Context: an optimization exercise on an open-source flow, tuned for small area, a short achievable clock period and few clock cycles per item. The choices shown serve that exercise and are no tape-out recipe. Function was checked by simulation only, so behaviour that the tests miss may differ from the original.

main:
## upsample_csc
module upsample_csc (
    input  logic        clk,
    input  logic        resetn,
    input  logic        start,
    output logic        done,
    input  logic [15:0] sram_read_data,
    output logic [15:0] sram_write_data,
    output logic [17:0] sram_address,
    output logic        sram_we_n
);
export LEC_CHECK = 0
export ABC_AREA = 0
export CAP_MARGIN = 20
export CORE_MARGIN = 2
export CORE_UTILIZATION = 55
export CTS_CLUSTER_DIAMETER = 100
export CTS_CLUSTER_SIZE = 28
export PLACE_DENSITY = 0.7
export SLEW_MARGIN = 20
export SYNTH_HIERARCHICAL = 1
export SYNTH_MINIMUM_KEEP_SIZE = 0
create_clock -name core_clock -period 11.0 [get_ports {clk}]
standard.sh (not shown) runs the stock make flow with config.mk's settings and CLKGATE_MAP_FILE= SYNTH_SCRIPT=/design/flow/synth_recipe.tcl, a recipe that flattens the netlist after the stock synthesis.
==> flow/flow/run.sh <==
#!/bin/bash
# Own layout flow: the standard synthesis unchanged, then the standard ORFS steps with
# stronger timing repair (a larger setup margin, all endpoints), faster port buffers and
# clock tree synthesis without dummy balancing loads.
# Each step's full output goes to a log file in the work folder.
set -euo pipefail
bash standard.sh synth > synth.log 2>&1
bash standard.sh SETUP_SLACK_MARGIN=7.5 TNS_END_PERCENT=100 \
     BUFFER_PORTS_ARGS="-buffer_cell sky130_fd_sc_hd__buf_4" \
     CTS_ARGS="-sink_clustering_enable -repair_clock_nets -sink_clustering_size 28 -sink_clustering_max_diameter 100 -dont_use_dummy_load" finish > layout.log 2>&1
main: full flow OK, the timing, design-rule and antenna checks passed
Testbench counts of main, summed over its fixed seeds: cycles 960,180, pixels 384,000.
Input changes introduced in the feature branch (baseline for comparison: main):
--- a/flow/design.v
+++ b/flow/design.v
@@ -76,32 +76,30 @@
             end
             default: begin                          
                 sram_address <= ra;
                 ra <= ra + 18'd1;
             end
         endcase
         if (k4) jc <= (jc == 8'd159) ? 8'd0 : jc + 8'd1;
     end
 end
 logic [95:0] ch;      
-logic [7:0]  vhi;     
-logic [7:0]  vlo;     
+logic [15:0] vw;      
 logic [7:0]  ulo;     
 wire shift  = (k == 3'd3) || k4;
 wire c11_ld = shift || (k == 3'd2 && fpar);
 wire [7:0] c11_in = (k == 3'd2) ? sram_read_data[15:8] :
-                    (k == 3'd3) ? (fpar ? vlo : vhi) : ulo;
+                    (k == 3'd3) ? (fpar ? vw[7:0] : vw[15:8]) : ulo;
 always_ff @(posedge clk) begin
     if (shift)  ch[87:0] <= ch[95:8];
     if (c11_ld) ch[95:88] <= c11_in;
-    vhi <= sram_read_data[15:8];
-    if (k == 3'd2 && ~fpar) vlo <= sram_read_data[7:0];
+    if (k == 3'd2 && ~fpar) vw <= sram_read_data;
     if (k == 3'd2 &&  fpar) ulo <= sram_read_data[7:0];
 end
 logic j0, j1, j157, j158, j159;
 always_ff @(posedge clk) begin
     j0   <= (jc == 8'd0);
     j1   <= (jc == 8'd1);
     j157 <= (jc == 8'd157);
     j158 <= (jc == 8'd158);
     j159 <= (jc == 8'd159);
 end
@@ -355,35 +353,36 @@
   wire f2_52 = f2_2 ^ f2_20;
   wire f2_53 = f2_4 ^ f2_21;
   wire f2_54 = f2_6 ^ f2_31;
   wire f2_55 = f2_8 ^ f2_33;
   wire f2_56 = f2_10 ^ f2_39;
   wire f2_57 = f2_12 ^ f2_41;
   wire f2_58 = f2_14 ^ f2_43;
   wire f2_59 = f2_16 ^ f2_45;
   wire f2_60 = f2_18 ^ f2_47;
   assign fq = {f2_60, f2_59, f2_58, f2_57, f2_56, f2_55, f2_54, f2_53, f2_52, f2_51};
-logic [7:0] ylo, py, pu;
+logic [9:0] fvr;    
+always_ff @(posedge clk) fvr <= fq;
+logic [7:0] ylo1, ylo2, py, pu;
 logic [9:0] pw, pv;
 logic       sr;         
 always_ff @(posedge clk) begin
-    if (k == 3'd3) begin
-        py  <= sram_read_data[15:8];
-        ylo <= sram_read_data[7:0];
-    end
-    if (k == 3'd0) py <= ylo;
-    if (k == 3'd4) pv <= {2'b00, ch[31:24]};               
-    if (k == 3'd0) pv <= fq;                               
-    sr <= (k == 3'd3) || (k == 3'd0);
-    pw <= (k == 3'd3 || k == 3'd4) ? {2'b00, ch[39:32]} :   
+    ylo1 <= sram_read_data[7:0];
+    ylo2 <= ylo1;
+    if (k == 3'd3) py <= sram_read_data[15:8];
+    if (k == 3'd0) py <= ylo2;
+    sr <= (k == 3'd4) || (k == 3'd0);
+    pw <= (k == 3'd3) ? {2'b00, ch[47:40]} :                   
+          (k == 3'd4) ? {2'b00, ch[31:24]} :                   
                         {fq[9:8] & {2{k == 3'd0}}, fq[7:0]};   
-    pu <= (k == 3'd4) ? ch[39:32] : fq[7:0];               
+    pu <= (k == 3'd4) ? ch[39:32] : fq[7:0];                   
+    pv <= (k == 3'd4) ? {2'b00, ch[31:24]} : fvr;              
 end
 wire [34:0] mrb_d, mg_d;
 logic [34:0] mrb, mg;
   wire wn9 = ~pw[9];
   wire srn = ~sr;
   wire wr0 = pw[0] & sr;
   wire wr1 = pw[1] & sr;
   wire wr2 = pw[2] & sr;
   wire wr3 = pw[3] & sr;
   wire wr4 = pw[4] & sr;
@@ -1156,21 +1155,21 @@
   wire g2_112 = g2_109 | g2_110;
   wire g2_113 = ~g2_111 & (g2_112 | g2_101);
   wire g2_114 = ~g2_111 & (g2_112 | g2_102);
   wire g2_115 = ~g2_111 & (g2_112 | g2_103);
   wire g2_116 = ~g2_111 & (g2_112 | g2_104);
   wire g2_117 = ~g2_111 & (g2_112 | g2_105);
   wire g2_118 = ~g2_111 & (g2_112 | g2_106);
   wire g2_119 = ~g2_111 & (g2_112 | g2_107);
   wire g2_120 = ~g2_111 & (g2_112 | g2_108);
   assign qg = {g2_120, g2_119, g2_118, g2_117, g2_116, g2_115, g2_114, g2_113};
-logic [7:0] rbd;        
+logic [7:0] bh;         
 always_ff @(posedge clk) begin
-    rbd <= qrb;
+    if (k == 3'd0) bh <= qrb;
     case (k)
-        3'd1:    sram_write_data <= {rbd, qg};     
-        3'd2:    sram_write_data <= {rbd, qrb};    
+        3'd1:    sram_write_data <= {qrb, qg};     
+        3'd2:    sram_write_data <= {bh, qrb};     
         default: sram_write_data <= {qg, qrb};     
     endcase
 end
 endmodule
 `default_nettype wire
[summary]
The feature branch ended with more final non-filler cell area than main.
The feature branch — first-pass GRT wire length 4.3% higher, main as reference
Changes observed in the feature branch relative to main: sequential fraction of total cell area now sits higher; final worst setup slack now sits lower.
Changes observed in the feature branch relative to main: synthesized cell count increased by 1.4% relative to the old numbers, adder and majority gate portion of the synthesized area decreased by 0.41 points relative to the old numbers.
Taking main as the reference, in the feature branch number of CTS-inserted buffers up 1.
For the data-path buffer share of cell area in the final layout, the feature branch came in 0.19 points higher than main did.
Comparing the feature branch with main, the maximum clock frequency came out essentially unchanged.
Testbench counts of the feature branch, summed over its fixed seeds: cycles 960,180, pixels 384,000.

the baseline:
Another version of the RTL of upsample_csc (not shown whole).
Size: about 2000 cells after synthesis, roughly 440 flip-flops, about 55 I/O pins.
Settings: LEC_CHECK=0, ABC_AREA=0, CAP_MARGIN=20, CORE_MARGIN=2, CORE_UTILIZATION=55, CTS_CLUSTER_DIAMETER=100, CTS_CLUSTER_SIZE=28, PLACE_DENSITY=0.7, SLEW_MARGIN=20, SYNTH_HIERARCHICAL=1, SYNTH_MINIMUM_KEEP_SIZE=0; clock period 11.0 ns.
==> flow/flow/run.sh <==
#!/bin/bash
# Own layout flow: the standard synthesis unchanged, then the standard ORFS steps with
# stronger timing repair (a larger setup margin, all endpoints) and faster port buffers.
# Each step's full output goes to a log file in the work folder.
set -euo pipefail
bash standard.sh synth > synth.log 2>&1
bash standard.sh SETUP_SLACK_MARGIN=7.5 TNS_END_PERCENT=100 \
     BUFFER_PORTS_ARGS="-buffer_cell sky130_fd_sc_hd__buf_4" finish > layout.log 2>&1
The baseline ended with every stage complete and zero timing, DRC or antenna violations.
Testbench counts of the baseline, summed over its fixed seeds: cycles 960,175, pixels 384,000.
What the candidate does differently from the baseline at the input level:
--- a/flow/design.v
+++ b/flow/design.v
@@ -10,61 +10,63 @@
 module upsample_csc (
     input  logic        clk,
     input  logic        resetn,
     input  logic        start,
     output logic        done,
     input  logic [15:0] sram_read_data,
     output logic [15:0] sram_write_data,
     output logic [17:0] sram_address,
     output logic        sram_we_n
 );
 logic        run;
 logic        start_d;
+logic        we;          
 logic [2:0]  k;           
 logic        fpar;        
 logic [2:0]  lead;        
 logic [7:0]  jc;          
 logic [16:0] yc;          
 logic [17:0] ra;          
 wire go   = ~run & ~done & start & ~start_d;
 wire k4   = (k == 3'd4);
-wire last = ~sram_we_n & (&sram_address);    
+wire last = we & (&sram_address);             
+assign sram_we_n = ~we;
 always_ff @(posedge clk or negedge resetn) begin
     if (~resetn) begin
         run       <= 1'b0;
         start_d   <= 1'b0;
         done      <= 1'b0;
-        sram_we_n <= 1'b1;
+        we        <= 1'b0;
         k         <= 3'd0;
         fpar      <= 1'b0;
         lead      <= 3'd7;
     end else begin
         start_d <= start;
         if (go) begin
             run  <= 1'b1;
             k    <= 3'd0;
             fpar <= 1'b0;
             lead <= 3'd7;
         end else if (run) begin
             k <= k4 ? 3'd0 : k + 3'd1;
             if (k4) begin
                 fpar <= ~fpar;
                 if (lead != 3'd0) lead <= lead - 3'd1;
             end
         end
         if (last) begin
             done <= 1'b1;
             run  <= 1'b0;
         end
-        sram_we_n <= ~(run & ~last & (lead == 3'd0) & (k <= 3'd2));
+        we <= run & ~last & (lead == 3'd0) & (k <= 3'd2);
     end
 end
 wire [18:0] uv_addr = {{2{yc[16]}}, yc} + (fpar ? 19'd115205 : 19'd76805);
 always_ff @(posedge clk) begin
     if (~run) begin                          
         sram_address <= 18'd65530;           
         yc  <= -17'sd5;                      
         ra  <= 18'd146923;                   
         jc  <= 8'd154;                       
     end else begin
         case (k)
             3'd4: begin                      
@@ -83,29 +85,32 @@
 end
 logic [95:0] ch;      
 logic [15:0] uw;      
 logic [15:0] vw;      
 wire shift = (k == 3'd1) || (k == 3'd2);
 wire [7:0] c11_in = (k == 3'd1) ? (fpar ? uw[7:0] : uw[15:8]) :
                                   (fpar ? vw[7:0] : vw[15:8]);
 always_ff @(posedge clk) begin
     if (shift) ch <= {c11_in, ch[95:8]};
     if (k == 3'd1 &&  fpar) uw <= sram_read_data;
     if (k == 3'd1 && ~fpar) vw <= sram_read_data;
 end
-wire j0   = (jc == 8'd0);
-wire j1   = (jc == 8'd1);
-wire j157 = (jc == 8'd157);
-wire j158 = (jc == 8'd158);
-wire j159 = (jc == 8'd159);
+logic j0, j1, j157, j158, j159;
+always_ff @(posedge clk) begin
+    j0   <= (jc == 8'd0);
+    j1   <= (jc == 8'd1);
+    j157 <= (jc == 8'd157);
+    j158 <= (jc == 8'd158);
+    j159 <= (jc == 8'd159);
+end
 wire [7:0] t0 = ch[7:0], t1 = ch[23:16], t2 = ch[39:32], t3 = ch[55:48], t4 = ch[71:64], t5 = ch[87:80];
 wire [7:0] la  = j0 ? t2 : j1 ? t1 : t0;
 wire [7:0] lb  = j0 ? t2 : t1;
 wire [7:0] rta = j159 ? t2 : j158 ? t3 : j157 ? t4 : t5;
 wire [7:0] rtb = j159 ? t2 : j158 ? t3 : t4;
 wire [7:0] rtc = j159 ? t2 : t3;
 logic [8:0] fa, fb, fc;
 always_ff @(posedge clk) begin
     fa <= {1'b0, la} + {1'b0, rta};
     fb <= {1'b0, lb} + {1'b0, rtb};
     fc <= {1'b0, t2} + {1'b0, rtc};
 end
## What came out
- The baseline: no failed stages, no open violations at the end
- The candidate: done, clean on timing, DRC and antenna
- Compared with the baseline, the candidate shows area share of xor/xnor cells in the synthesized design lower by 0.32 points.
- Diff the baseline -> the candidate: layout multi-input combinational cell count -23; cell depth of the worst setup path has increased; last weighted congestion value of the routability-driven placer now sits lower.
- The candidate ends up with higher worst setup slack before clock tree synthesis than the baseline does.
Testbench counts of the candidate, summed over its fixed seeds: cycles 960,175, pixels 384,000.

Setup of run C:
Another version of the RTL of upsample_csc (not shown whole).
Size in the first run: ~1,800 cells after synthesis, ~400 flip-flops.
export LEC_CHECK = 0
export ABC_AREA = 0
export CAP_MARGIN = 20
export CORE_MARGIN = 2
export CORE_UTILIZATION = 55
export CTS_CLUSTER_DIAMETER = 100
export CTS_CLUSTER_SIZE = 28
export PLACE_DENSITY = 0.7
export SLEW_MARGIN = 20
export SYNTH_HIERARCHICAL = 1
export SYNTH_MINIMUM_KEEP_SIZE = 0
create_clock -name core_clock -period 11.0 [get_ports {clk}]
Scripts as last shown in full above: flow/flow/run.sh
In summary, run C completed successfully, with a layout that passed the timing, design-rule and antenna checks.
Testbench counts of run C, summed over its fixed seeds: cycles 960,180, pixels 384,000.
Input-level comparison between run X and run C:
--- a/flow/design.v
+++ b/flow/design.v
@@ -364,39 +364,22 @@
 always_ff @(posedge clk) fvr <= fq;
 logic [7:0] ylo1, ylo2, py, pu;
 logic [9:0] pw, pv;
 logic       sr;         
 always_ff @(posedge clk) begin
     ylo1 <= sram_read_data[7:0];
     ylo2 <= ylo1;
-    case (k)
-        3'd3: begin
-            py <= sram_read_data[15:8];
-            pw <= {2'b00, ch[47:40]};       
-            sr <= 1'b0;
-        end
-        3'd4: begin
-            pw <= {2'b00, ch[31:24]};       
-            sr <= 1'b1;
-            pu <= ch[39:32];                
-            pv <= {2'b00, ch[31:24]};       
-        end
-        3'd0: begin
-            py <= ylo2;
-            pw <= fq;                       
-            sr <= 1'b1;
-        end
-        3'd1: begin
-            pw <= {2'b00, fq[7:0]};         
-            sr <= 1'b0;
-            pu <= fq[7:0];
-            pv <= fvr;
-        end
-        default: ;
-    endcase
+    if (k == 3'd3) py <= sram_read_data[15:8];
+    if (k == 3'd0) py <= ylo2;
+    sr <= (k == 3'd4) || (k == 3'd0);
+    pw <= (k == 3'd3) ? {2'b00, ch[47:40]} :                   
+          (k == 3'd4) ? {2'b00, ch[31:24]} :                   
+                        {fq[9:8] & {2{k == 3'd0}}, fq[7:0]};   
+    pu <= (k == 3'd4) ? ch[39:32] : fq[7:0];                   
+    pv <= (k == 3'd4) ? {2'b00, ch[31:24]} : fvr;              
 end
 wire [34:0] mrb_d, mg_d;
 logic [34:0] mrb, mg;
   wire wn9 = ~pw[9];
   wire srn = ~sr;
   wire wr0 = pw[0] & sr;
   wire wr1 = pw[1] & sr;
## What came out
Between run C and run X, the difference in area of the multi-input gates is negligible. Comparing initial core utilization for run C and run X, the smaller number came from run X. In the metrics for run C and run X, the one carrying the higher multi-input gate share of the layout cell area is run X. Run X vs run C, non-clock buffer contribution to total cell area went down by 0.30 points. Run X leaves less setup margin than run C.
Testbench counts of run X, summed over its fixed seeds: cycles 960,180, pixels 384,000.

separate check: timing with driven ports:
The results above use ideal ports. As a check the final layouts listed here were re-extracted and re-timed, cells and wires unchanged. Step 1: set_driving_cell puts a clkbuf_16 on clk and a buf_2 on each other input, an assumption about the parent block. Step 2 times the ports against the registers' clock, not the clock port: input delays grow and output delays shrink by t, the midpoint of the rising clock arrivals with the driver on. a / b / c = ideal ports / drivers / drivers and shift; a / b = the first two.
| run | t (ns) | setup WS [ns] | worst hold slack (ns) | worst setup path at the end | worst slew at a driven data input, ns |
|---|---|---|---|---|---|
| main | 0.581 | 7.646 / 7.608 / 7.621 | 0.420 / 0.420 / 0.420 | input to register | 0.04 |
| the feature branch | 0.585 | 7.636 / 7.593 / 7.636 | 0.332 / 0.332 / 0.332 | register to register | 0.04 |
| the baseline | 0.611 | 7.568 / 7.514 / 7.632 | 0.335 / 0.335 / 0.335 | input to register | 0.03 |
| the candidate | 0.615 | 7.582 / 7.582 / 7.582 | 0.336 / 0.336 / 0.336 | register to register | 0.03 |
| run C | 0.599 | 7.663 / 7.616 / 7.490 | 0.337 / 0.337 / 0.337 | input to register | 0.05 |
| run X | 0.599 | 7.628 / 7.582 / 7.628 | 0.332 / 0.332 / 0.332 | register to register | 0.04 |
After both steps every run listed still meets setup and hold. For run C, which loses most, drivers alone change the setup slack by -0.047 ns; drivers and shift together by -0.173 ns.
